Background: an optimization exercise with open tools, aiming at small area and a short achievable clock period. Do not read the settings as production practice.
Function was checked by simulation only, so behaviour that the tests miss may differ from the original.
Power and IR drop assume default switching activity.

$ cat flow/config.mk
export PLATFORM = sky130hd
export DESIGN_NAME = datapath
export DESIGN_NICKNAME = datapath
export VERILOG_FILES = /design/flow/design.v
export SDC_FILE = /design/flow/constraint.sdc
export NUM_CORES = 4
export LEC_CHECK = 0
export CAP_MARGIN = 20
export CORE_MARGIN = 2
export CORE_UTILIZATION = 55
export SETUP_SLACK_MARGIN = 2.3
export SLEW_MARGIN = 20
export SYNTH_HIERARCHICAL = 1
export SYNTH_MINIMUM_KEEP_SIZE = 0
$ cat flow/standard.sh
#!/bin/bash
# synth_recipe.tcl (not shown) runs the flow's synth.tcl, then flattens the netlist and writes it again
# the make line also repeats each setting of config.mk as NAME=value (left out here)
make -C /OpenROAD-flow-scripts/flow DESIGN_CONFIG=/design/flow/config.mk WORK_HOME=/design/flow/orfs CLKGATE_MAP_FILE= SYNTH_SCRIPT=/design/flow/synth_recipe.tcl "${@:-finish}"
$ cat flow/constraint.sdc
create_clock -name core_clock -period 5.0 [get_ports {clk}]
set_input_delay 1.0000 -clock core_clock [delete_from_list [all_inputs] [get_ports {clk}]]
set_output_delay 1.0000 -clock core_clock [all_outputs]
set_load 0.01 [all_outputs]
$ cat flow/flow/run.sh
#!/bin/bash
# Layout flow: the standard flow (standard.sh, unchanged synthesis) with
# smaller port buffers, smaller clock buffers and no dummy clock loads. Each tool's full output
# stays in orfs/logs/; make's own output goes to flow_make.log here.
set -euo pipefail
bash standard.sh \
  "BUFFER_PORTS_ARGS=-buffer_cell sky130_fd_sc_hd__buf_1" \
  "CTS_ARGS=-sink_clustering_enable -repair_clock_nets -dont_use_dummy_load -buf_list sky130_fd_sc_hd__clkbuf_8" \
  finish > flow_make.log 2>&1
$ cat flow/design.v
module alu16(a, b, imm, asel, bsel, shift, op, loadc, loads, c_q, s_q, d_c, d_s);
  input [15:0] a, b;
  input [4:0] imm;
  input asel, bsel;
  input [1:0] shift, op;
  input loadc, loads;
  input [15:0] c_q;   
  input s_q;          
  output [15:0] d_c;  
  output d_s;         
  wire sub = op[0];
  wire sub_n = ~op[0];
  wire asel_n = ~asel;
  wire loadc_n = ~loadc;
  wire loads_n = ~loads;
  wire ld_arith_n = ~(loadc & ~op[1]);
  wire ld_not_n = ~(loadc & op[1] & op[0]);
  wire ld_and_n = ~(loadc & op[1] & ~op[0]);
  wire ld_arith = loads & ~op[1];
  wire ld_not = loads & op[1] & op[0];
  wire ld_and = loads & op[1] & ~op[0];
  wire [15:0] bin, ainx, pn, gn;
  wire s0_n;
  wire s1_n;
  wire sel_b0;
  wire sel_l0;
  wire sel_r0;
  wire sel_b1;
  wire sel_l1;
  wire sel_r1;
  wire s_x;
  wire sel_bs;
  wire bt0_0;
  wire bt0_1;
  wire bt0_2;
  wire bt1_0;
  wire bt1_1;
  wire bt2_0;
  wire bt2_1;
  wire bt3_0;
  wire bt3_1;
  wire bt4_0;
  wire bt4_1;
  wire bt5_0;
  wire bt5_1;
  wire bt5_2;
  wire bt6_0;
  wire bt6_1;
  wire bt6_2;
  wire bt7_0;
  wire bt7_1;
  wire bt7_2;
  wire bt8_0;
  wire bt8_1;
  wire bt8_2;
  wire bt9_0;
  wire bt9_1;
  wire bt9_2;
  wire bt10_0;
  wire bt10_1;
  wire bt10_2;
  wire bt11_0;
  wire bt11_1;
  wire bt11_2;
  wire bt12_0;
  wire bt12_1;
  wire bt12_2;
  wire bt13_0;
  wire bt13_1;
  wire bt13_2;
  wire bt14_0;
  wire bt14_1;
  wire bt14_2;
  wire bt15_0;
  wire bt15_1;
  wire an_0;
  wire an_1;
  wire an_2;
  wire an_3;
  wire an_4;
  wire an_5;
  wire an_6;
  wire an_7;
  wire an_8;
  wire an_9;
  wire an_10;
  wire an_11;
  wire an_12;
  wire an_13;
  wire an_14;
  wire an_15;
  wire g0n_0;
  wire p0n_0;
  wire g0n_1;
  wire p0n_1;
  wire g0n_2;
  wire p0n_2;
  wire g0n_3;
  wire p0n_3;
  wire g0n_4;
  wire p0n_4;
  wire g0n_5;
  wire p0n_5;
  wire g0n_6;
  wire p0n_6;
  wire g0n_7;
  wire p0n_7;
  wire g0n_8;
  wire p0n_8;
  wire g0n_9;
  wire p0n_9;
  wire g0n_10;
  wire p0n_10;
  wire g0n_11;
  wire p0n_11;
  wire g0n_12;
  wire p0n_12;
  wire g0n_13;
  wire p0n_13;
  wire g0n_14;
  wire p0n_14;
  wire g0n_15;
  wire p0n_15;
  wire g1_1;
  wire g1_3;
  wire pp1_3;
  wire g1_5;
  wire pp1_5;
  wire g1_7;
  wire pp1_7;
  wire g1_9;
  wire pp1_9;
  wire g1_11;
  wire pp1_11;
  wire g1_13;
  wire pp1_13;
  wire g1_15;
  wire pp1_15;
  wire g0n_2_i;
  wire p0n_2_i;
  wire g2_2;
  wire g2_3;
  wire g0n_6_i;
  wire p0n_6_i;
  wire g2_6;
  wire pp2_6;
  wire g2_7;
  wire pp2_7;
  wire g0n_10_i;
  wire p0n_10_i;
  wire g2_10;
  wire pp2_10;
  wire g2_11;
  wire pp2_11;
  wire g0n_14_i;
  wire p0n_14_i;
  wire g2_14;
  wire pp2_14;
  wire g2_15;
  wire pp2_15;
  wire g3_4;
  wire g1_5_i;
  wire pp1_5_i;
  wire g3_5;
  wire g3_6;
  wire g3_7;
  wire g3_12;
  wire pp3_12;
  wire g1_13_i;
  wire pp1_13_i;
  wire g3_13;
  wire pp3_13;
  wire g3_14;
  wire pp3_14;
  wire g3_15;
  wire pp3_15;
  wire g0n_8_i;
  wire p0n_8_i;
  wire g4_8;
  wire g4_9;
  wire g2_10_i;
  wire pp2_10_i;
  wire g4_10;
  wire g2_11_i;
  wire pp2_11_i;
  wire g4_11;
  wire g4_12;
  wire g4_13;
  wire g4_14;
  wire g4_15;
  wire g3_7_b;
  wire g2_3_b;
  wire q_0;
  wire sn_0;
  wire v_0;
  wire u_0;
  wire q_1;
  wire sn_1;
  wire v_1;
  wire u_1;
  wire q_2;
  wire sn_2;
  wire v_2;
  wire u_2;
  wire q_3;
  wire sn_3;
  wire v_3;
  wire u_3;
  wire q_4;
  wire sn_4;
  wire v_4;
  wire u_4;
  wire q_5;
  wire sn_5;
  wire v_5;
  wire u_5;
  wire q_6;
  wire sn_6;
  wire v_6;
  wire u_6;
  wire q_7;
  wire sn_7;
  wire v_7;
  wire u_7;
  wire q_8;
  wire sn_8;
  wire v_8;
  wire u_8;
  wire q_9;
  wire sn_9;
  wire v_9;
  wire u_9;
  wire q_10;
  wire sn_10;
  wire v_10;
  wire u_10;
  wire q_11;
  wire sn_11;
  wire v_11;
  wire u_11;
  wire q_12;
  wire sn_12;
  wire v_12;
  wire u_12;
  wire q_13;
  wire sn_13;
  wire v_13;
  wire u_13;
  wire q_14;
  wire sn_14;
  wire v_14;
  wire u_14;
  wire q_15;
  wire sn_15;
  wire v_15;
  wire u_15;
  wire k_0;
  wire e_0;
  wire k_1;
  wire e_1;
  wire k_2;
  wire e_2;
  wire k_3;
  wire e_3;
  wire k_4;
  wire e_4;
  wire k_5;
  wire e_5;
  wire k_6;
  wire e_6;
  wire k_7;
  wire e_7;
  wire k_8;
  wire e_8;
  wire k_9;
  wire e_9;
  wire k_10;
  wire e_10;
  wire k_11;
  wire e_11;
  wire k_12;
  wire e_12;
  wire k_13;
  wire e_13;
  wire k_14;
  wire e_14;
  wire k_15;
  wire e_15;
  wire za_q0;
  wire za_q1;
  wire za_q2;
  wire za_q3;
  wire za_h0;
  wire za_h1;
  wire za_n;
  wire zand_q0;
  wire zand_q1;
  wire zand_q2;
  wire zand_q3;
  wire zand_h0;
  wire zand_h1;
  wire zand_n;
  wire znot_q0;
  wire znot_q1;
  wire znot_q2;
  wire znot_q3;
  wire znot_h0;
  wire znot_h1;
  wire znot_n;
  wire hold_n;
  c_inv u1(.a(shift[0]), .y(s0_n));
  c_inv u2(.a(shift[1]), .y(s1_n));
  c_nor3 u3(.a(bsel), .b(shift[1]), .c(shift[0]), .y(sel_b0));
  c_nor3 u4(.a(bsel), .b(shift[1]), .c(s0_n), .y(sel_l0));
  c_nor2 u5(.a(bsel), .b(s1_n), .y(sel_r0));
  c_nor3 u6(.a(bsel), .b(shift[1]), .c(shift[0]), .y(sel_b1));
  c_nor3 u7(.a(bsel), .b(shift[1]), .c(s0_n), .y(sel_l1));
  c_nor2 u8(.a(bsel), .b(s1_n), .y(sel_r1));
  c_xor2 u9(.a(shift[1]), .b(shift[0]), .y(s_x));
  c_nor2 u10(.a(bsel), .b(s_x), .y(sel_bs));
  c_nand2 u11(.a(sel_b0), .b(b[0]), .y(bt0_0));
  c_nand2 u12(.a(sel_r0), .b(b[1]), .y(bt0_1));
  c_nand2 u13(.a(bsel), .b(imm[0]), .y(bt0_2));
  c_nand3 u14(.a(bt0_0), .b(bt0_1), .c(bt0_2), .y(bin[0]));
  c_aoi22 u15(.a1(sel_b0), .a2(b[1]), .b1(sel_l0), .b2(b[0]), .y(bt1_0));
  c_aoi22 u16(.a1(sel_r0), .a2(b[2]), .b1(bsel), .b2(imm[1]), .y(bt1_1));
  c_nand2 u17(.a(bt1_0), .b(bt1_1), .y(bin[1]));
  c_aoi22 u18(.a1(sel_b0), .a2(b[2]), .b1(sel_l0), .b2(b[1]), .y(bt2_0));
  c_aoi22 u19(.a1(sel_r0), .a2(b[3]), .b1(bsel), .b2(imm[2]), .y(bt2_1));
  c_nand2 u20(.a(bt2_0), .b(bt2_1), .y(bin[2]));
  c_aoi22 u21(.a1(sel_b0), .a2(b[3]), .b1(sel_l0), .b2(b[2]), .y(bt3_0));
  c_aoi22 u22(.a1(sel_r0), .a2(b[4]), .b1(bsel), .b2(imm[3]), .y(bt3_1));
  c_nand2 u23(.a(bt3_0), .b(bt3_1), .y(bin[3]));
  c_aoi22 u24(.a1(sel_b0), .a2(b[4]), .b1(sel_l0), .b2(b[3]), .y(bt4_0));
  c_aoi22 u25(.a1(sel_r0), .a2(b[5]), .b1(bsel), .b2(imm[4]), .y(bt4_1));
  c_nand2 u26(.a(bt4_0), .b(bt4_1), .y(bin[4]));
  c_nand2 u27(.a(sel_b0), .b(b[5]), .y(bt5_0));
  c_nand2 u28(.a(sel_l0), .b(b[4]), .y(bt5_1));
  c_nand2 u29(.a(sel_r0), .b(b[6]), .y(bt5_2));
  c_nand3 u30(.a(bt5_0), .b(bt5_1), .c(bt5_2), .y(bin[5]));
  c_nand2 u31(.a(sel_b0), .b(b[6]), .y(bt6_0));
  c_nand2 u32(.a(sel_l0), .b(b[5]), .y(bt6_1));
  c_nand2 u33(.a(sel_r0), .b(b[7]), .y(bt6_2));
  c_nand3 u34(.a(bt6_0), .b(bt6_1), .c(bt6_2), .y(bin[6]));
  c_nand2 u35(.a(sel_b0), .b(b[7]), .y(bt7_0));
  c_nand2 u36(.a(sel_l0), .b(b[6]), .y(bt7_1));
  c_nand2 u37(.a(sel_r0), .b(b[8]), .y(bt7_2));
  c_nand3 u38(.a(bt7_0), .b(bt7_1), .c(bt7_2), .y(bin[7]));
  c_nand2 u39(.a(sel_b1), .b(b[8]), .y(bt8_0));
  c_nand2 u40(.a(sel_l1), .b(b[7]), .y(bt8_1));
  c_nand2 u41(.a(sel_r1), .b(b[9]), .y(bt8_2));
  c_nand3 u42(.a(bt8_0), .b(bt8_1), .c(bt8_2), .y(bin[8]));
  c_nand2 u43(.a(sel_b1), .b(b[9]), .y(bt9_0));
  c_nand2 u44(.a(sel_l1), .b(b[8]), .y(bt9_1));
  c_nand2 u45(.a(sel_r1), .b(b[10]), .y(bt9_2));
  c_nand3 u46(.a(bt9_0), .b(bt9_1), .c(bt9_2), .y(bin[9]));
  c_nand2 u47(.a(sel_b1), .b(b[10]), .y(bt10_0));
  c_nand2 u48(.a(sel_l1), .b(b[9]), .y(bt10_1));
  c_nand2 u49(.a(sel_r1), .b(b[11]), .y(bt10_2));
  c_nand3 u50(.a(bt10_0), .b(bt10_1), .c(bt10_2), .y(bin[10]));
  c_nand2 u51(.a(sel_b1), .b(b[11]), .y(bt11_0));
  c_nand2 u52(.a(sel_l1), .b(b[10]), .y(bt11_1));
  c_nand2 u53(.a(sel_r1), .b(b[12]), .y(bt11_2));
  c_nand3 u54(.a(bt11_0), .b(bt11_1), .c(bt11_2), .y(bin[11]));
  c_nand2 u55(.a(sel_b1), .b(b[12]), .y(bt12_0));
  c_nand2 u56(.a(sel_l1), .b(b[11]), .y(bt12_1));
  c_nand2 u57(.a(sel_r1), .b(b[13]), .y(bt12_2));
  c_nand3 u58(.a(bt12_0), .b(bt12_1), .c(bt12_2), .y(bin[12]));
  c_nand2 u59(.a(sel_b1), .b(b[13]), .y(bt13_0));
  c_nand2 u60(.a(sel_l1), .b(b[12]), .y(bt13_1));
  c_nand2 u61(.a(sel_r1), .b(b[14]), .y(bt13_2));
  c_nand3 u62(.a(bt13_0), .b(bt13_1), .c(bt13_2), .y(bin[13]));
  c_nand2 u63(.a(sel_b1), .b(b[14]), .y(bt14_0));
  c_nand2 u64(.a(sel_l1), .b(b[13]), .y(bt14_1));
  c_nand2 u65(.a(sel_r1), .b(b[15]), .y(bt14_2));
  c_nand3 u66(.a(bt14_0), .b(bt14_1), .c(bt14_2), .y(bin[14]));
  c_nand2 u67(.a(sel_bs), .b(b[15]), .y(bt15_0));
  c_nand2 u68(.a(sel_l1), .b(b[14]), .y(bt15_1));
  c_nand2 u69(.a(bt15_0), .b(bt15_1), .y(bin[15]));
  c_nand2 u70(.a(a[0]), .b(asel_n), .y(an_0));
  c_xnor2 u71(.a(an_0), .b(sub), .y(ainx[0]));
  c_nand2 u72(.a(a[1]), .b(asel_n), .y(an_1));
  c_xnor2 u73(.a(an_1), .b(sub), .y(ainx[1]));
  c_nand2 u74(.a(a[2]), .b(asel_n), .y(an_2));
  c_xnor2 u75(.a(an_2), .b(sub), .y(ainx[2]));
  c_nand2 u76(.a(a[3]), .b(asel_n), .y(an_3));
  c_xnor2 u77(.a(an_3), .b(sub), .y(ainx[3]));
  c_nand2 u78(.a(a[4]), .b(asel_n), .y(an_4));
  c_xnor2 u79(.a(an_4), .b(sub), .y(ainx[4]));
  c_nand2 u80(.a(a[5]), .b(asel_n), .y(an_5));
  c_xnor2 u81(.a(an_5), .b(sub), .y(ainx[5]));
  c_nand2 u82(.a(a[6]), .b(asel_n), .y(an_6));
  c_xnor2 u83(.a(an_6), .b(sub), .y(ainx[6]));
  c_nand2 u84(.a(a[7]), .b(asel_n), .y(an_7));
  c_xnor2 u85(.a(an_7), .b(sub), .y(ainx[7]));
  c_nand2 u86(.a(a[8]), .b(asel_n), .y(an_8));
  c_xnor2 u87(.a(an_8), .b(sub), .y(ainx[8]));
  c_nand2 u88(.a(a[9]), .b(asel_n), .y(an_9));
  c_xnor2 u89(.a(an_9), .b(sub), .y(ainx[9]));
  c_nand2 u90(.a(a[10]), .b(asel_n), .y(an_10));
  c_xnor2 u91(.a(an_10), .b(sub), .y(ainx[10]));
  c_nand2 u92(.a(a[11]), .b(asel_n), .y(an_11));
  c_xnor2 u93(.a(an_11), .b(sub), .y(ainx[11]));
  c_nand2 u94(.a(a[12]), .b(asel_n), .y(an_12));
  c_xnor2 u95(.a(an_12), .b(sub), .y(ainx[12]));
  c_nand2 u96(.a(a[13]), .b(asel_n), .y(an_13));
  c_xnor2 u97(.a(an_13), .b(sub), .y(ainx[13]));
  c_nand2 u98(.a(a[14]), .b(asel_n), .y(an_14));
  c_xnor2 u99(.a(an_14), .b(sub), .y(ainx[14]));
  c_nand2 u100(.a(a[15]), .b(asel_n), .y(an_15));
  c_xnor2 u101(.a(an_15), .b(sub), .y(ainx[15]));
  c_nand2 u102(.a(ainx[0]), .b(bin[0]), .y(g0n_0));
  c_xnor2 u103(.a(ainx[0]), .b(bin[0]), .y(p0n_0));
  assign pn[0] = p0n_0;
  assign gn[0] = g0n_0;
  c_nand2 u104(.a(ainx[1]), .b(bin[1]), .y(g0n_1));
  c_xnor2 u105(.a(ainx[1]), .b(bin[1]), .y(p0n_1));
  assign pn[1] = p0n_1;
  assign gn[1] = g0n_1;
  c_nand2 u106(.a(ainx[2]), .b(bin[2]), .y(g0n_2));
  c_xnor2 u107(.a(ainx[2]), .b(bin[2]), .y(p0n_2));
  assign pn[2] = p0n_2;
  assign gn[2] = g0n_2;
  c_nand2 u108(.a(ainx[3]), .b(bin[3]), .y(g0n_3));
  c_xnor2 u109(.a(ainx[3]), .b(bin[3]), .y(p0n_3));
  assign pn[3] = p0n_3;
  assign gn[3] = g0n_3;
  c_nand2 u110(.a(ainx[4]), .b(bin[4]), .y(g0n_4));
  c_xnor2 u111(.a(ainx[4]), .b(bin[4]), .y(p0n_4));
  assign pn[4] = p0n_4;
  assign gn[4] = g0n_4;
  c_nand2 u112(.a(ainx[5]), .b(bin[5]), .y(g0n_5));
  c_xnor2 u113(.a(ainx[5]), .b(bin[5]), .y(p0n_5));
  assign pn[5] = p0n_5;
  assign gn[5] = g0n_5;
  c_nand2 u114(.a(ainx[6]), .b(bin[6]), .y(g0n_6));
  c_xnor2 u115(.a(ainx[6]), .b(bin[6]), .y(p0n_6));
  assign pn[6] = p0n_6;
  assign gn[6] = g0n_6;
  c_nand2 u116(.a(ainx[7]), .b(bin[7]), .y(g0n_7));
  c_xnor2 u117(.a(ainx[7]), .b(bin[7]), .y(p0n_7));
  assign pn[7] = p0n_7;
  assign gn[7] = g0n_7;
  c_nand2 u118(.a(ainx[8]), .b(bin[8]), .y(g0n_8));
  c_xnor2 u119(.a(ainx[8]), .b(bin[8]), .y(p0n_8));
  assign pn[8] = p0n_8;
  assign gn[8] = g0n_8;
  c_nand2 u120(.a(ainx[9]), .b(bin[9]), .y(g0n_9));
  c_xnor2 u121(.a(ainx[9]), .b(bin[9]), .y(p0n_9));
  assign pn[9] = p0n_9;
  assign gn[9] = g0n_9;
  c_nand2 u122(.a(ainx[10]), .b(bin[10]), .y(g0n_10));
  c_xnor2 u123(.a(ainx[10]), .b(bin[10]), .y(p0n_10));
  assign pn[10] = p0n_10;
  assign gn[10] = g0n_10;
  c_nand2 u124(.a(ainx[11]), .b(bin[11]), .y(g0n_11));
  c_xnor2 u125(.a(ainx[11]), .b(bin[11]), .y(p0n_11));
  assign pn[11] = p0n_11;
  assign gn[11] = g0n_11;
  c_nand2 u126(.a(ainx[12]), .b(bin[12]), .y(g0n_12));
  c_xnor2 u127(.a(ainx[12]), .b(bin[12]), .y(p0n_12));
  assign pn[12] = p0n_12;
  assign gn[12] = g0n_12;
  c_nand2 u128(.a(ainx[13]), .b(bin[13]), .y(g0n_13));
  c_xnor2 u129(.a(ainx[13]), .b(bin[13]), .y(p0n_13));
  assign pn[13] = p0n_13;
  assign gn[13] = g0n_13;
  c_nand2 u130(.a(ainx[14]), .b(bin[14]), .y(g0n_14));
  c_xnor2 u131(.a(ainx[14]), .b(bin[14]), .y(p0n_14));
  assign pn[14] = p0n_14;
  assign gn[14] = g0n_14;
  c_nand2 u132(.a(ainx[15]), .b(bin[15]), .y(g0n_15));
  c_xnor2 u133(.a(ainx[15]), .b(bin[15]), .y(p0n_15));
  assign pn[15] = p0n_15;
  assign gn[15] = g0n_15;
  c_oai21 u134(.a1(p0n_1), .a2(g0n_0), .b1(g0n_1), .y(g1_1));
  c_oai21 u135(.a1(p0n_3), .a2(g0n_2), .b1(g0n_3), .y(g1_3));
  c_nor2 u136(.a(p0n_3), .b(p0n_2), .y(pp1_3));
  c_oai21 u137(.a1(p0n_5), .a2(g0n_4), .b1(g0n_5), .y(g1_5));
  c_nor2 u138(.a(p0n_5), .b(p0n_4), .y(pp1_5));
  c_oai21 u139(.a1(p0n_7), .a2(g0n_6), .b1(g0n_7), .y(g1_7));
  c_nor2 u140(.a(p0n_7), .b(p0n_6), .y(pp1_7));
  c_oai21 u141(.a1(p0n_9), .a2(g0n_8), .b1(g0n_9), .y(g1_9));
  c_nor2 u142(.a(p0n_9), .b(p0n_8), .y(pp1_9));
  c_oai21 u143(.a1(p0n_11), .a2(g0n_10), .b1(g0n_11), .y(g1_11));
  c_nor2 u144(.a(p0n_11), .b(p0n_10), .y(pp1_11));
  c_oai21 u145(.a1(p0n_13), .a2(g0n_12), .b1(g0n_13), .y(g1_13));
  c_nor2 u146(.a(p0n_13), .b(p0n_12), .y(pp1_13));
  c_oai21 u147(.a1(p0n_15), .a2(g0n_14), .b1(g0n_15), .y(g1_15));
  c_nor2 u148(.a(p0n_15), .b(p0n_14), .y(pp1_15));
  c_inv u149(.a(g0n_2), .y(g0n_2_i));
  c_inv u150(.a(p0n_2), .y(p0n_2_i));
  c_aoi21 u151(.a1(p0n_2_i), .a2(g1_1), .b1(g0n_2_i), .y(g2_2));
  c_aoi21 u152(.a1(pp1_3), .a2(g1_1), .b1(g1_3), .y(g2_3));
  c_inv u153(.a(g0n_6), .y(g0n_6_i));
  c_inv u154(.a(p0n_6), .y(p0n_6_i));
  c_aoi21 u155(.a1(p0n_6_i), .a2(g1_5), .b1(g0n_6_i), .y(g2_6));
  c_nand2 u156(.a(p0n_6_i), .b(pp1_5), .y(pp2_6));
  c_aoi21 u157(.a1(pp1_7), .a2(g1_5), .b1(g1_7), .y(g2_7));
  c_nand2 u158(.a(pp1_7), .b(pp1_5), .y(pp2_7));
  c_inv u159(.a(g0n_10), .y(g0n_10_i));
  c_inv u160(.a(p0n_10), .y(p0n_10_i));
  c_aoi21 u161(.a1(p0n_10_i), .a2(g1_9), .b1(g0n_10_i), .y(g2_10));
  c_nand2 u162(.a(p0n_10_i), .b(pp1_9), .y(pp2_10));
  c_aoi21 u163(.a1(pp1_11), .a2(g1_9), .b1(g1_11), .y(g2_11));
  c_nand2 u164(.a(pp1_11), .b(pp1_9), .y(pp2_11));
  c_inv u165(.a(g0n_14), .y(g0n_14_i));
  c_inv u166(.a(p0n_14), .y(p0n_14_i));
  c_aoi21 u167(.a1(p0n_14_i), .a2(g1_13), .b1(g0n_14_i), .y(g2_14));
  c_nand2 u168(.a(p0n_14_i), .b(pp1_13), .y(pp2_14));
  c_aoi21 u169(.a1(pp1_15), .a2(g1_13), .b1(g1_15), .y(g2_15));
  c_nand2 u170(.a(pp1_15), .b(pp1_13), .y(pp2_15));
  c_oai21 u171(.a1(p0n_4), .a2(g2_3), .b1(g0n_4), .y(g3_4));
  c_inv u172(.a(g1_5), .y(g1_5_i));
  c_inv u173(.a(pp1_5), .y(pp1_5_i));
  c_oai21 u174(.a1(pp1_5_i), .a2(g2_3), .b1(g1_5_i), .y(g3_5));
  c_oai21 u175(.a1(pp2_6), .a2(g2_3_b), .b1(g2_6), .y(g3_6));
  c_oai21 u176(.a1(pp2_7), .a2(g2_3_b), .b1(g2_7), .y(g3_7));
  c_oai21 u177(.a1(p0n_12), .a2(g2_11), .b1(g0n_12), .y(g3_12));
  c_nor2 u178(.a(p0n_12), .b(pp2_11), .y(pp3_12));
  c_inv u179(.a(g1_13), .y(g1_13_i));
  c_inv u180(.a(pp1_13), .y(pp1_13_i));
  c_oai21 u181(.a1(pp1_13_i), .a2(g2_11), .b1(g1_13_i), .y(g3_13));
  c_nor2 u182(.a(pp1_13_i), .b(pp2_11), .y(pp3_13));
  c_oai21 u183(.a1(pp2_14), .a2(g2_11), .b1(g2_14), .y(g3_14));
  c_nor2 u184(.a(pp2_14), .b(pp2_11), .y(pp3_14));
  c_oai21 u185(.a1(pp2_15), .a2(g2_11), .b1(g2_15), .y(g3_15));
  c_nor2 u186(.a(pp2_15), .b(pp2_11), .y(pp3_15));
  c_inv u187(.a(g0n_8), .y(g0n_8_i));
  c_inv u188(.a(p0n_8), .y(p0n_8_i));
  c_aoi21 u189(.a1(p0n_8_i), .a2(g3_7), .b1(g0n_8_i), .y(g4_8));
  c_aoi21 u190(.a1(pp1_9), .a2(g3_7), .b1(g1_9), .y(g4_9));
  c_inv u191(.a(g2_10), .y(g2_10_i));
  c_inv u192(.a(pp2_10), .y(pp2_10_i));
  c_aoi21 u193(.a1(pp2_10_i), .a2(g3_7), .b1(g2_10_i), .y(g4_10));
  c_inv u194(.a(g2_11), .y(g2_11_i));
  c_inv u195(.a(pp2_11), .y(pp2_11_i));
  c_aoi21 u196(.a1(pp2_11_i), .a2(g3_7), .b1(g2_11_i), .y(g4_11));
  c_aoi21 u197(.a1(pp3_12), .a2(g3_7_b), .b1(g3_12), .y(g4_12));
  c_aoi21 u198(.a1(pp3_13), .a2(g3_7_b), .b1(g3_13), .y(g4_13));
  c_aoi21 u199(.a1(pp3_14), .a2(g3_7_b), .b1(g3_14), .y(g4_14));
  c_aoi21 u200(.a1(pp3_15), .a2(g3_7_b), .b1(g3_15), .y(g4_15));
  c_oai21 u201(.a1(pp2_7), .a2(g2_3), .b1(g2_7), .y(g3_7_b));
  c_aoi21 u202(.a1(pp1_3), .a2(g1_1), .b1(g1_3), .y(g2_3_b));
  c_xnor2 u203(.a(pn[0]), .b(sub), .y(q_0));
  c_inv u204(.a(q_0), .y(sn_0));
  c_o22a u205(.a1(ld_not_n), .a2(bin[0]), .b1(ld_and_n), .b2(gn[0]), .y(v_0));
  c_nand2 u206(.a(loadc_n), .b(c_q[0]), .y(u_0));
  c_o211ai u207(.a1(sn_0), .a2(ld_arith_n), .b1(u_0), .c1(v_0), .y(d_c[0]));
  c_xnor2 u208(.a(pn[1]), .b(sub), .y(q_1));
  c_xor2 u209(.a(q_1), .b(g0n_0), .y(sn_1));
  c_o22a u210(.a1(ld_not_n), .a2(bin[1]), .b1(ld_and_n), .b2(gn[1]), .y(v_1));
  c_nand2 u211(.a(loadc_n), .b(c_q[1]), .y(u_1));
  c_o211ai u212(.a1(sn_1), .a2(ld_arith_n), .b1(u_1), .c1(v_1), .y(d_c[1]));
  c_xnor2 u213(.a(pn[2]), .b(sub), .y(q_2));
  c_xnor2 u214(.a(q_2), .b(g1_1), .y(sn_2));
  c_o22a u215(.a1(ld_not_n), .a2(bin[2]), .b1(ld_and_n), .b2(gn[2]), .y(v_2));
  c_nand2 u216(.a(loadc_n), .b(c_q[2]), .y(u_2));
  c_o211ai u217(.a1(sn_2), .a2(ld_arith_n), .b1(u_2), .c1(v_2), .y(d_c[2]));
  c_xnor2 u218(.a(pn[3]), .b(sub), .y(q_3));
  c_xor2 u219(.a(q_3), .b(g2_2), .y(sn_3));
  c_o22a u220(.a1(ld_not_n), .a2(bin[3]), .b1(ld_and_n), .b2(gn[3]), .y(v_3));
  c_nand2 u221(.a(loadc_n), .b(c_q[3]), .y(u_3));
  c_o211ai u222(.a1(sn_3), .a2(ld_arith_n), .b1(u_3), .c1(v_3), .y(d_c[3]));
  c_xnor2 u223(.a(pn[4]), .b(sub), .y(q_4));
  c_xor2 u224(.a(q_4), .b(g2_3), .y(sn_4));
  c_o22a u225(.a1(ld_not_n), .a2(bin[4]), .b1(ld_and_n), .b2(gn[4]), .y(v_4));
  c_nand2 u226(.a(loadc_n), .b(c_q[4]), .y(u_4));
  c_o211ai u227(.a1(sn_4), .a2(ld_arith_n), .b1(u_4), .c1(v_4), .y(d_c[4]));
  c_xnor2 u228(.a(pn[5]), .b(sub), .y(q_5));
  c_xnor2 u229(.a(q_5), .b(g3_4), .y(sn_5));
  c_o22a u230(.a1(ld_not_n), .a2(bin[5]), .b1(ld_and_n), .b2(gn[5]), .y(v_5));
  c_nand2 u231(.a(loadc_n), .b(c_q[5]), .y(u_5));
  c_o211ai u232(.a1(sn_5), .a2(ld_arith_n), .b1(u_5), .c1(v_5), .y(d_c[5]));
  c_xnor2 u233(.a(pn[6]), .b(sub), .y(q_6));
  c_xnor2 u234(.a(q_6), .b(g3_5), .y(sn_6));
  c_o22a u235(.a1(ld_not_n), .a2(bin[6]), .b1(ld_and_n), .b2(gn[6]), .y(v_6));
  c_nand2 u236(.a(loadc_n), .b(c_q[6]), .y(u_6));
  c_o211ai u237(.a1(sn_6), .a2(ld_arith_n), .b1(u_6), .c1(v_6), .y(d_c[6]));
  c_xnor2 u238(.a(pn[7]), .b(sub), .y(q_7));
  c_xnor2 u239(.a(q_7), .b(g3_6), .y(sn_7));
  c_o22a u240(.a1(ld_not_n), .a2(bin[7]), .b1(ld_and_n), .b2(gn[7]), .y(v_7));
  c_nand2 u241(.a(loadc_n), .b(c_q[7]), .y(u_7));
  c_o211ai u242(.a1(sn_7), .a2(ld_arith_n), .b1(u_7), .c1(v_7), .y(d_c[7]));
  c_xnor2 u243(.a(pn[8]), .b(sub), .y(q_8));
  c_xnor2 u244(.a(q_8), .b(g3_7), .y(sn_8));
  c_o22a u245(.a1(ld_not_n), .a2(bin[8]), .b1(ld_and_n), .b2(gn[8]), .y(v_8));
  c_nand2 u246(.a(loadc_n), .b(c_q[8]), .y(u_8));
  c_o211ai u247(.a1(sn_8), .a2(ld_arith_n), .b1(u_8), .c1(v_8), .y(d_c[8]));
  c_xnor2 u248(.a(pn[9]), .b(sub), .y(q_9));
  c_xor2 u249(.a(q_9), .b(g4_8), .y(sn_9));
  c_o22a u250(.a1(ld_not_n), .a2(bin[9]), .b1(ld_and_n), .b2(gn[9]), .y(v_9));
  c_nand2 u251(.a(loadc_n), .b(c_q[9]), .y(u_9));
  c_o211ai u252(.a1(sn_9), .a2(ld_arith_n), .b1(u_9), .c1(v_9), .y(d_c[9]));
  c_xnor2 u253(.a(pn[10]), .b(sub), .y(q_10));
  c_xor2 u254(.a(q_10), .b(g4_9), .y(sn_10));
  c_o22a u255(.a1(ld_not_n), .a2(bin[10]), .b1(ld_and_n), .b2(gn[10]), .y(v_10));
  c_nand2 u256(.a(loadc_n), .b(c_q[10]), .y(u_10));
  c_o211ai u257(.a1(sn_10), .a2(ld_arith_n), .b1(u_10), .c1(v_10), .y(d_c[10]));
  c_xnor2 u258(.a(pn[11]), .b(sub), .y(q_11));
  c_xor2 u259(.a(q_11), .b(g4_10), .y(sn_11));
  c_o22a u260(.a1(ld_not_n), .a2(bin[11]), .b1(ld_and_n), .b2(gn[11]), .y(v_11));
  c_nand2 u261(.a(loadc_n), .b(c_q[11]), .y(u_11));
  c_o211ai u262(.a1(sn_11), .a2(ld_arith_n), .b1(u_11), .c1(v_11), .y(d_c[11]));
  c_xnor2 u263(.a(pn[12]), .b(sub), .y(q_12));
  c_xor2 u264(.a(q_12), .b(g4_11), .y(sn_12));
  c_o22a u265(.a1(ld_not_n), .a2(bin[12]), .b1(ld_and_n), .b2(gn[12]), .y(v_12));
  c_nand2 u266(.a(loadc_n), .b(c_q[12]), .y(u_12));
  c_o211ai u267(.a1(sn_12), .a2(ld_arith_n), .b1(u_12), .c1(v_12), .y(d_c[12]));
  c_xnor2 u268(.a(pn[13]), .b(sub), .y(q_13));
  c_xor2 u269(.a(q_13), .b(g4_12), .y(sn_13));
  c_o22a u270(.a1(ld_not_n), .a2(bin[13]), .b1(ld_and_n), .b2(gn[13]), .y(v_13));
  c_nand2 u271(.a(loadc_n), .b(c_q[13]), .y(u_13));
  c_o211ai u272(.a1(sn_13), .a2(ld_arith_n), .b1(u_13), .c1(v_13), .y(d_c[13]));
  c_xnor2 u273(.a(pn[14]), .b(sub), .y(q_14));
  c_xor2 u274(.a(q_14), .b(g4_13), .y(sn_14));
  c_o22a u275(.a1(ld_not_n), .a2(bin[14]), .b1(ld_and_n), .b2(gn[14]), .y(v_14));
  c_nand2 u276(.a(loadc_n), .b(c_q[14]), .y(u_14));
  c_o211ai u277(.a1(sn_14), .a2(ld_arith_n), .b1(u_14), .c1(v_14), .y(d_c[14]));
  c_xnor2 u278(.a(pn[15]), .b(sub), .y(q_15));
  c_xor2 u279(.a(q_15), .b(g4_14), .y(sn_15));
  c_o22a u280(.a1(ld_not_n), .a2(bin[15]), .b1(ld_and_n), .b2(gn[15]), .y(v_15));
  c_nand2 u281(.a(loadc_n), .b(c_q[15]), .y(u_15));
  c_o211ai u282(.a1(sn_15), .a2(ld_arith_n), .b1(u_15), .c1(v_15), .y(d_c[15]));
  assign k_0 = sub;
  c_xor2 u283(.a(pn[0]), .b(k_0), .y(e_0));
  c_nand3 u284(.a(gn[0]), .b(pn[0]), .c(sub_n), .y(k_1));
  c_xor2 u285(.a(pn[1]), .b(k_1), .y(e_1));
  c_nand3 u286(.a(gn[1]), .b(pn[1]), .c(sub_n), .y(k_2));
  c_xor2 u287(.a(pn[2]), .b(k_2), .y(e_2));
  c_nand3 u288(.a(gn[2]), .b(pn[2]), .c(sub_n), .y(k_3));
  c_xor2 u289(.a(pn[3]), .b(k_3), .y(e_3));
  c_nand3 u290(.a(gn[3]), .b(pn[3]), .c(sub_n), .y(k_4));
  c_xor2 u291(.a(pn[4]), .b(k_4), .y(e_4));
  c_nand3 u292(.a(gn[4]), .b(pn[4]), .c(sub_n), .y(k_5));
  c_xor2 u293(.a(pn[5]), .b(k_5), .y(e_5));
  c_nand3 u294(.a(gn[5]), .b(pn[5]), .c(sub_n), .y(k_6));
  c_xor2 u295(.a(pn[6]), .b(k_6), .y(e_6));
  c_nand3 u296(.a(gn[6]), .b(pn[6]), .c(sub_n), .y(k_7));
  c_xor2 u297(.a(pn[7]), .b(k_7), .y(e_7));
  c_nand3 u298(.a(gn[7]), .b(pn[7]), .c(sub_n), .y(k_8));
  c_xor2 u299(.a(pn[8]), .b(k_8), .y(e_8));
  c_nand3 u300(.a(gn[8]), .b(pn[8]), .c(sub_n), .y(k_9));
  c_xor2 u301(.a(pn[9]), .b(k_9), .y(e_9));
  c_nand3 u302(.a(gn[9]), .b(pn[9]), .c(sub_n), .y(k_10));
  c_xor2 u303(.a(pn[10]), .b(k_10), .y(e_10));
  c_nand3 u304(.a(gn[10]), .b(pn[10]), .c(sub_n), .y(k_11));
  c_xor2 u305(.a(pn[11]), .b(k_11), .y(e_11));
  c_nand3 u306(.a(gn[11]), .b(pn[11]), .c(sub_n), .y(k_12));
  c_xor2 u307(.a(pn[12]), .b(k_12), .y(e_12));
  c_nand3 u308(.a(gn[12]), .b(pn[12]), .c(sub_n), .y(k_13));
  c_xor2 u309(.a(pn[13]), .b(k_13), .y(e_13));
  c_nand3 u310(.a(gn[13]), .b(pn[13]), .c(sub_n), .y(k_14));
  c_xor2 u311(.a(pn[14]), .b(k_14), .y(e_14));
  c_nand3 u312(.a(gn[14]), .b(pn[14]), .c(sub_n), .y(k_15));
  c_xor2 u313(.a(pn[15]), .b(k_15), .y(e_15));
  c_nand4 u314(.a(e_0), .b(e_1), .c(e_2), .d(e_3), .y(za_q0));
  c_nand4 u315(.a(e_4), .b(e_5), .c(e_6), .d(e_7), .y(za_q1));
  c_nand4 u316(.a(e_8), .b(e_9), .c(e_10), .d(e_11), .y(za_q2));
  c_nand4 u317(.a(e_12), .b(e_13), .c(e_14), .d(e_15), .y(za_q3));
  c_nor2 u318(.a(za_q0), .b(za_q1), .y(za_h0));
  c_nor2 u319(.a(za_q2), .b(za_q3), .y(za_h1));
  c_nand3 u320(.a(za_h0), .b(za_h1), .c(ld_arith), .y(za_n));
  c_nand4 u321(.a(gn[0]), .b(gn[1]), .c(gn[2]), .d(gn[3]), .y(zand_q0));
  c_nand4 u322(.a(gn[4]), .b(gn[5]), .c(gn[6]), .d(gn[7]), .y(zand_q1));
  c_nand4 u323(.a(gn[8]), .b(gn[9]), .c(gn[10]), .d(gn[11]), .y(zand_q2));
  c_nand4 u324(.a(gn[12]), .b(gn[13]), .c(gn[14]), .d(gn[15]), .y(zand_q3));
  c_nor2 u325(.a(zand_q0), .b(zand_q1), .y(zand_h0));
  c_nor2 u326(.a(zand_q2), .b(zand_q3), .y(zand_h1));
  c_nand3 u327(.a(zand_h0), .b(zand_h1), .c(ld_and), .y(zand_n));
  c_nand4 u328(.a(bin[0]), .b(bin[1]), .c(bin[2]), .d(bin[3]), .y(znot_q0));
  c_nand4 u329(.a(bin[4]), .b(bin[5]), .c(bin[6]), .d(bin[7]), .y(znot_q1));
  c_nand4 u330(.a(bin[8]), .b(bin[9]), .c(bin[10]), .d(bin[11]), .y(znot_q2));
  c_nand4 u331(.a(bin[12]), .b(bin[13]), .c(bin[14]), .d(bin[15]), .y(znot_q3));
  c_nor2 u332(.a(znot_q0), .b(znot_q1), .y(znot_h0));
  c_nor2 u333(.a(znot_q2), .b(znot_q3), .y(znot_h1));
  c_nand3 u334(.a(znot_h0), .b(znot_h1), .c(ld_not), .y(znot_n));
  c_nand2 u335(.a(loads_n), .b(s_q), .y(hold_n));
  c_nand4 u336(.a(za_n), .b(zand_n), .c(znot_n), .d(hold_n), .y(d_s));
endmodule
module datapath(datapath_in, vsel, writenum, write, readnum, clk, loada, loadb, shift, asel, bsel, ALUop, loadc, loads, datapath_out, Z_out);
  input write, clk, loada, loadb, vsel, asel, bsel, loadc, loads;
  input [1:0] shift, ALUop;
  input [2:0] writenum, readnum;
  input [15:0] datapath_in;
  output [15:0] datapath_out;
  output Z_out;
  reg [15:0] R0, R1, R2, R3, R4, R5, R6, R7;
  reg [15:0] A, B, C;
  reg S;
  wire [15:0] wdata = vsel ? datapath_in : C;
  always @(posedge clk) begin
    if (write && writenum == 3'd0) R0 <= wdata;
    if (write && writenum == 3'd1) R1 <= wdata;
    if (write && writenum == 3'd2) R2 <= wdata;
    if (write && writenum == 3'd3) R3 <= wdata;
    if (write && writenum == 3'd4) R4 <= wdata;
    if (write && writenum == 3'd5) R5 <= wdata;
    if (write && writenum == 3'd6) R6 <= wdata;
    if (write && writenum == 3'd7) R7 <= wdata;
  end
  wire [7:0] rsel = 8'b1 << readnum;
  wire [15:0] rdata;
  genvar i;
  generate
    for (i = 0; i < 16; i = i + 1) begin : rd
      read_bit u(.r({R7[i], R6[i], R5[i], R4[i], R3[i], R2[i], R1[i], R0[i]}), .s(rsel), .q(rdata[i]));
    end
  endgenerate
  always @(posedge clk) begin
    if (loada) A <= rdata;
    if (loadb) B <= rdata;
  end
  wire [15:0] c_next;
  wire s_next;
  alu16 u_alu(.a(A), .b(B), .imm(datapath_in[4:0]), .asel(asel), .bsel(bsel), .shift(shift),
              .op(ALUop), .loadc(loadc), .loads(loads), .c_q(C), .s_q(S),
              .d_c(c_next), .d_s(s_next));
  always @(posedge clk) begin
    C <= c_next;
    S <= s_next;
  end
  assign datapath_out = C;
  assign Z_out = S;
endmodule
module read_bit(r, s, q);
  input [7:0] r, s;
  output q;
  assign q = |(r & s);
endmodule
module c_inv(a, y);
  input a;
  output y;
  assign y = ~a;
endmodule
module c_nand2(a, b, y);
  input a, b;
  output y;
  assign y = ~(a & b);
endmodule
module c_nand3(a, b, c, y);
  input a, b, c;
  output y;
  assign y = ~(a & b & c);
endmodule
module c_nand4(a, b, c, d, y);
  input a, b, c, d;
  output y;
  assign y = ~(a & b & c & d);
endmodule
module c_nor2(a, b, y);
  input a, b;
  output y;
  assign y = ~(a | b);
endmodule
module c_xor2(a, b, y);
  input a, b;
  output y;
  assign y = a ^ b;
endmodule
module c_xnor2(a, b, y);
  input a, b;
  output y;
  assign y = ~(a ^ b);
endmodule
module c_aoi21(a1, a2, b1, y);
  input a1, a2, b1;
  output y;
  assign y = ~((a1 & a2) | b1);
endmodule
module c_oai21(a1, a2, b1, y);
  input a1, a2, b1;
  output y;
  assign y = ~((a1 | a2) & b1);
endmodule
module c_o22a(a1, a2, b1, b2, y);
  input a1, a2, b1, b2;
  output y;
  assign y = (a1 | a2) & (b1 | b2);
endmodule
module c_nor4(a, b, c, d, y);
  input a, b, c, d;
  output y;
  assign y = ~(a | b | c | d);
endmodule
module c_aoi22(a1, a2, b1, b2, y);
  input a1, a2, b1, b2;
  output y;
  assign y = ~((a1 & a2) | (b1 & b2));
endmodule
module c_o211ai(a1, a2, b1, c1, y);
  input a1, a2, b1, c1;
  output y;
  assign y = ~((a1 | a2) & b1 & c1);
endmodule
module c_nor3(a, b, c, y);
  input a, b, c;
  output y;
  assign y = ~(a | b | c);
endmodule
==> results of run 1 <==
cells in the final DEF (no fill, tap or decap), types with 17 or more instances in the layout:
cell type	instances
edfxtp_1	160
nand2_1	83
a22oi_1	64
buf_1	46
nand4_1	29
xnor2_1	29
buf_4	29
xor2_1	27
nand3_1	23
inv_1	22
clkbuf_8	18
dfxtp_1	17
flip-flops by register name (all words and copies together) (netlist names):
signal / cells
A: 16
B: 16
C: 16
R0: 16
R1: 16
R2: 16
R3: 16
R4: 16
R5: 16
R6: 16
R7: 16
S: 1
where the power goes:
| part | switching [mW] | total (mW) | internal [mW] |
|---|---|---|---|
| registers | 0.0621 | 1.81 | 1.75 |
| logic | 0.480 | 0.814 | 0.335 |
| clock network | 0.414 | 0.715 | 0.301 |
worst max path at each step:
| stage | from | to | depth (start not counted) | slack (ns) |
|---|---|---|---|---|
| finish | shift[1] | C[9]$_DFF_P_ | 14 | 2.36 |
| global route | shift[1] | C[9]$_DFF_P_ | 13 | 2.28 |
| global placement | shift[1] | C[13]$_DFF_P_ | 12 | 1.47 |
| floorplan | shift[0] | C[10]$_DFF_P_ | 10 | 2.27 |
| CTS | shift[0] | C[10]$_DFF_P_ | 13 | 2.31 |
| detailed placement | shift[1] | C[14]$_DFF_P_ | 12 | 1.40 |
what timing repair did:
item,in CTS,in global routing
pin swaps,8,28
gates cloned,0,0
setup endpoints to repair,17,10
setup buffers,10,16
gates resized for setup,23,57
metal layers:
layer  track usage  part of all wire  vias up
met5             0                 0        -
met4        0.0737             0.015        0
met3        0.0489             0.050       26
met2         0.436              0.51      154
met1         0.322              0.42     2780
li1              -                 -     2624
synthesized netlist by cell type, types with 16 or more instances:
cell type,number
dfxtp_1,17
nand3_1,30
xor2_1,27
edfxtp_1,160
nand2_1,94
inv_1,25
a22oi_1,64
o22a_1,16
nand4_1,29
o211ai_2,16
xnor2_1,53
nor2_1,18
Yosys stat by module (local to each module, per instance), a selection:
module | cell area, µm² | copies in the design | cells inside
c_nand2 | 3.75 | 94 | 1
c_nand4 | 6.26 | 13 | 1
c_o22a | 8.76 | 16 | 1
c_nor2 | 3.75 | 18 | 1
c_oai21 | 5.00 | 15 | 1
c_o211ai | 12.5 | 16 | 1
c_aoi22 | 12.5 | 8 | 1
datapath | 5530 | 1 | 211
alu16 | 55.1 | 1 | 10
kinds of logic (layout without fill, tap and decap cells):
family | Yosys count | after routing | synth area share
AOI/OAI and AO/OA | 134 | 134 | 0.136
and+or+nand+nor | 196 | 196 | 0.117
DFF | 177 | 177 | 0.621
muxes | 16 | 16 | 0.0263
xor gates and xnor gates | 80 | 80 | 0.0846
buffers and inverters | 27 | 129 | 0.0151
critical path, cell delays in order:
cell	delay, ns
buf_6	0.13
inv_2	0.07
nor2_4	0.22
buf_6	0.14
nand2_1	0.08
nand3_4	0.11
xnor2_4	0.10
buf_12	0.15
nor2_4	0.11
nand2_4	0.08
o21ai_4	0.28
a21oi_2	0.10
xor2_1	0.21
o211ai_2	0.10
cell type report:
cell class	instances	area (µm²)
fill	1059	4740
sequential	177	5140
tap	184	230
clock buffer	17	234
inverter	25	105
multi-input combinational	426	3650
timing repair buffer	87	539
through the flow:
stage | worst slack, ns | area [µm²]
finish | 2.36 | 9910
global route | 2.28 | 9910
CTS | 2.31 | 9430
detailed placement | 1.40 | 9000
global placement | 1.47 | 9000
floorplan | 2.27 | 8490
==> impl_metrics.yaml, run 1 <==
outcome:
  status: "finished clean"
placed_design:
  gp_congestion: 0.912
  io_buffers: 51
  post-dp-hpwl_um: 13000
  place_inst: 873
critical_path:
  endpoint_kind: "register"
  rr_endpoint: "C[15]$_DFF_P_"
  worstPathArrival_ns: 2.91
  rr_startpoint: "B[1]$_DFFE_PP_"
  path_max_fanout: 6
  worstPathRequired_ns: 5.27
  worst_setup_path_start_kind: "input pin"
  crit_type: "in -> reg"
  reg2reg_slack_ns: 2.81
  worst_r2r_path_depth: 10
flow_run:
  drv_cap: 0
logic_synthesis:
  ys_ff_latch: 177
  synth_edf_count: 160
  syn_nets: 665
  synthFlopType: "edfxtp_1"
  yosys-top-cells-area: "edfxtp_1 58%, a22oi_1 5.8%, xnor2_1 5.6%"
  syn_inst: 630
  ys_types: 32
  avgSynthCellArea_um2: 13.1
  synth_top_cell_by_area: "edfxtp_1"
  syn_area_um2: 8280
  yosysSeqAreaShare: 0.621
  ys.warnings.count: 7
  netlist.area_leader.share: 0.580
  async_reset_ff_frac: 0
timing:
  timing.fmax_mhz: 379
  report.final.setup_viol: 0
  setup-tns-final_ns: 0
  worstMarginPinSlew_ns: 1.05
  finalCritPeriodShare: 0.528
  rsz0062_at_grt: "no"
  maxSlewViolCount: 0
  slew_headroom: 0.299
  final_hold_viol_count: 0
  skew_ns: 0.0295
  fin_crit_ns: 2.64
  whs_ns: 0.497
detailed_routing:
  drt_iter0_drc: 443
  first_pass_iters: 5
  drc: 0
  detail_route.wl_per_cell_um: 21.7
  vias: 5584
  viasPerCell: 6.10
  wl_um: 19900
  final_antenna_net_count: 0
cells_and_area:
  nets: 769
  drive_gt1_frac: 0.250
  insertedDiodeCount: 0
  stdcell_count: 916
  final_util: 0.677
  syn_to_final_growth_pct: 19.6
cts:
  cts-hold-fix-buffers: 0
  htreeDepth: 4
  insertion_delay_ns: 0.43
  cts_sinks: 177
  cts_tree: "done"
  cts_buffers: 17
  clockBufferDepth: 2
  clk_pin_slew_ns: 0.07
  cts_root_buffer: "clkbuf_8"
hold_path:
  hold_path_depth: 2
  worstHoldEndpoint: "C[15]$_DFF_P_"
  worstHoldPathType: "reg -> reg"
  holdCritStartpoint: "C[15]$_DFF_P_"
global_routing:
  antenna_found_initial: 0
  grt_max_degree: 29
  grt_usage: 0.250
  grt_pass1_vias: 5635
  grt_pass1_wl_um: 30100
  grt_overflow: 0
power_and_ir_drop:
  power_density_nw_per_um2: 337
  p_total_mw: 3.34
  ir_worst_vdd_v: 0.000270
  power_leakage_nw: 3.44
floorplan:
  core_area_um2: 14600
  dieArea_um2: 16100
  chipWidth_um: 127
  chipHeight_um: 127
  row_count: 44
  initial_core_util: 0.566
  boundaryPins: 52
==> inputs of run 2 (changes only) <==
==> flow/flow/run.sh (replaced) <==
#!/bin/bash
# Layout flow: the standard flow (standard.sh, unchanged synthesis) with
# smaller port buffers, smaller clock buffers and no dummy clock loads. Each tool's full output
# stays in orfs/logs/; make's own output goes to flow_make.log here.
set -euo pipefail
bash standard.sh \
  "BUFFER_PORTS_ARGS=-buffer_cell sky130_fd_sc_hd__buf_2" \
  "CTS_ARGS=-sink_clustering_enable -repair_clock_nets -dont_use_dummy_load -buf_list sky130_fd_sc_hd__clkbuf_8 -sink_clustering_size 30 -sink_clustering_max_diameter 100" \
  finish > flow_make.log 2>&1
--- a/flow/config.mk
+++ b/flow/config.mk
@@ -7,7 +7,7 @@
 export LEC_CHECK = 0
 export CAP_MARGIN = 20
 export CORE_MARGIN = 2
-export CORE_UTILIZATION = 55
+export CORE_UTILIZATION = 65
 export SETUP_SLACK_MARGIN = 2.3
 export SLEW_MARGIN = 20
 export SYNTH_HIERARCHICAL = 1
==> run 2 against run 1 <==
  * Clock skew is 0.0013 ns higher
  * Count of clock-buffer cells in the layout stayed put
  * Global-route usage is 3.1 points higher
  * Combinational power is 2% lower
  * First-iteration DRC count is 49% higher
  * Synthesized cell count stayed put
  * Largest power group unchanged
  * Critical path depth is 1 lower
  * Hold slack worse by 0.00057 ns
  * Non-clock buffer count is 6 lower
==> impl_metrics.yaml, run 2 <==
power_and_ir_drop:
  pwr-share-comb: 0.240
  clockPowerShare: 0.215
  sw_frac_of_total: 0.284
  power_density_nw_per_um2: 339
  power_leakage_nw: 3.50
  p_int_mw: 2.37
  power_frac_seq: 0.545
  ir_worst_vdd_v: 0.000307
  switchingPower_mw: 0.939
detailed_routing:
  vias: 5748
  final_antenna_net_count: 0
  drt_iter0_drc: 661
  drc: 0
  detail_route.wl_per_cell_um: 21.2
  viasPerCell: 6.39
  wl_um: 19100
  first_pass_iters: 5
cells_and_area:
  nets: 764
  drive_gt1_frac: 0.304
  fill_cells: 805
  layout_commonest_cell: "edfxtp_1"
  insertedDiodeCount: 0
  multiInputGateArea_um2: 3560
  final_cell_mix: "160 x edfxtp_1, 84 x nand2_1, 64 x a22oi_1"
  register_area_um2: 5140
  syn_to_final_growth_pct: 18.1
timing:
  fin_crit_ns: 2.67
  setup-tns-final_ns: 0
  timing.fmax_mhz: 374
  finalCritPeriodShare: 0.535
  report.final.setup_viol: 0
  final_hold_viol_count: 0
  worstMarginPinSlew_ns: 1.10
  setup_ws_ns: 2.33
  rsz0062_at_grt: "no"
  skew_ns: 0.0308
  maxSlewViolCount: 0
  slew_headroom: 0.269
global_routing:
  antenna_found_initial: 0
  grt_pass1_vias: 5314
  grt_pass1_wl_um: 27900
  grt_usage: 0.281
  grt_max_degree: 28
  grt_overflow: 0
cts:
  insertion_delay_ns: 0.44
  cts_buffers: 17
  cts_tree: "done"
  cts-hold-fix-buffers: 0
  clockBufferDepth: 2
  cts_root_buffer: "clkbuf_8"
  htreeDepth: 4
  clk_pin_slew_ns: 0.06
  cts_sinks: 177
logic_synthesis:
  yosysSeqAreaShare: 0.621
  ys.warnings.count: 7
  netlist.area_leader.share: 0.580
  avgSynthCellArea_um2: 13.1
  synth_top_cell_by_area: "edfxtp_1"
  yosysMostFrequentCell: "edfxtp_1"
  synthFlopType: "edfxtp_1"
  ys_ff_latch: 177
  ys_types: 32
  yosys-top-cells-area: "edfxtp_1 58%, a22oi_1 5.8%, xnor2_1 5.6%"
  synth_edf_count: 160
  syn_inst: 630
  syn_area_um2: 8280
  synth_common_cells: "160 x edfxtp_1, 94 x nand2_1, 64 x a22oi_1"
  syn_nets: 665
  async_reset_ff_frac: 0
hold_path:
  worstHoldPathType: "reg -> reg"
  holdCritStartpoint: "C[15]$_DFF_P_"
  worstHoldEndpoint: "C[15]$_DFF_P_"
  hold_path_depth: 2
floorplan:
  chipWidth_um: 117
  row_count: 41
  core_area_um2: 12500
  chipHeight_um: 117
  initial_core_util: 0.662
  dieArea_um2: 13700
  boundaryPins: 52
placed_design:
  gp_congestion: 0.868
  io_buffers: 51
  post-dp-hpwl_um: 12200
  dp_slack_ns: 1.63
critical_path:
  rr_endpoint: "C[8]$_DFF_P_"
  rr_startpoint: "B[4]$_DFFE_PP_"
  path_max_fanout: 7
  crit_type: "in -> reg"
  worstPathArrival_ns: 2.94
  worst_r2r_path_depth: 9
  worst_setup_path_start_kind: "input pin"
  reg2reg_slack_ns: 2.81
  worstPathRequired_ns: 5.27
  endpoint_kind: "register"
flow_run:
  drv_cap: 0
outcome:
  status: "finished clean"
## run 2: cell counts after synthesis
No cell type changed its count.
## run 2: how the worst max path moves through the flow
stage | from | to | slack [ns] | cells past startpoint
3_3_place_gp | ALUop[0] | C[15]$_DFF_P_ | 1.72 | 9
5_1_grt | shift[0] | C[9]$_DFF_P_ | 2.25 | 13
4_1_cts | bsel | C[12]$_DFF_P_ | 2.30 | 12
3_5_place_dp | ALUop[0] | C[13]$_DFF_P_ | 1.63 | 9
2_1_floorplan | shift[0] | C[10]$_DFF_P_ | 2.27 | 10
6_report | shift[0] | C[8]$_DFF_P_ | 2.33 | 13
## run 2: timing repair
| item | in CTS | in global routing |
|---|---|---|
| gates resized for setup | 14 | 45 |
| pin swaps | 8 | 16 |
| setup buffers | 7 | 15 |
| gates cloned | 0 | 1 |
| endpoints found under the setup margin | 11 | 11 |
## run 2: cell type report
class                   count  share of cell area
flip-flops and latches    177               0.526
repair buffers             81              0.0530
inverters                  25              0.0102
well taps                 172              0.0220
repair inverters            1            0.000512
clock buffers              17              0.0239
multi-input cells         426               0.364
## run 2: kinds of logic after synthesis
family | synth area share
mux | 0.0263
xor+xnor | 0.0846
buf+inv | 0.0151
flops | 0.621
compound gates | 0.136
simple gates | 0.117
## run 2: metal layers
metal / wire (µm) / vias up / global-route usage
met5: 0 / - / 0
met4: 416 / 0 / 0.101
met3: 1200 / 32 / 0.0510
met2: 9660 / 249 / 0.467
met1: 7820 / 2859 / 0.378
li1: - / 2608 / -
## run 2: Yosys stat by module, one instance, submodules excluded, excerpt
module    flops+latches  copies in the design  cells  cell area [µm²]
datapath            177                     1    211             5530
alu16                 0                     1     10             55.1
read_bit              0                    16      5             36.3
c_aoi22               0                     8      1             12.5
c_o211ai              0                    16      1             12.5
c_nor3                0                     4      1             10.0
c_xor2                0                    27      1             8.76
c_aoi21               0                    15      1             8.76
c_o22a                0                    16      1             8.76
c_xnor2               0                    53      1             8.76
c_nand4               0                    13      1             6.26
c_oai21               0                    15      1             5.00
c_nand3               0                    29      1             5.00
c_inv                 0                    21      1             3.75
c_nor2                0                    18      1             3.75
## run 2: power by group through the flow
stage	clock network, mW	logic (mW)	registers [mW]
2_1_floorplan	0	0.482	1.83
3_3_place_gp	0	0.661	1.83
3_5_place_dp	0	0.682	1.83
4_1_cts	0.718	0.708	1.80
5_1_grt	0.768	0.857	1.81
6_report	0.711	0.795	1.81
## run 2: through the flow
stage / area (µm²) / total power [mW] / std cells / hold slack, ns / util
after floorplan: 8490 / 2.31 / 630 / 0.511 / -
after global placement: 9040 / 2.49 / 859 / 0.465 / 0.722
after detailed placement: 9040 / 2.52 / 859 / 0.478 / 0.722
after CTS: 9410 / 3.23 / 883 / 0.491 / 0.751
after global routing: 9780 / 3.44 / 899 / 0.520 / 0.781
final: 9780 / 3.31 / 899 / 0.497 / 0.781
## run 2: critical path: stages
cell      delay, ns
buf_4          0.15
inv_4          0.08
nor3_4         0.05
buf_12         0.13
a22oi_2        0.15
nand2_2        0.14
xnor2_4        0.31
o21ai_4        0.12
a21oi_4        0.19
o21ai_4        0.12
buf_4          0.16
xnor2_1        0.22
o211ai_2       0.09

what the ideal ports hide:
Ports are ideal in the flow. The routed layouts listed here were re-timed in OpenROAD.
Step 1: set_driving_cell puts a clkbuf_16 on clk and a buf_2 on each other input, an assumption about the parent block.
Step 2 moves the port delays by t, midway between the first and last clock arrival at a register: inputs arrive t later, outputs are due t later. That takes back most of the time a late clock gives input paths.
Slacks: ideal / step 1 / step 2; pairs: ideal / step 1.
run | t (ns) | slack for setup (ns) | worst setup path at the end | slew at the worst register clock pin (ns) | worst data-port slew with drivers (ns)
run 1 | 0.460 | 2.362 / 2.327 / 1.867 | input to register | 0.10 / 0.10 | 0.07
run 2 | 0.467 | 2.326 / 2.311 / 1.845 | input to register | 0.09 / 0.09 | 0.07
After both steps every run listed still meets setup and hold. For run 1, which loses most, drivers alone change the setup slack by -0.035 ns; drivers and shift together by -0.495 ns.
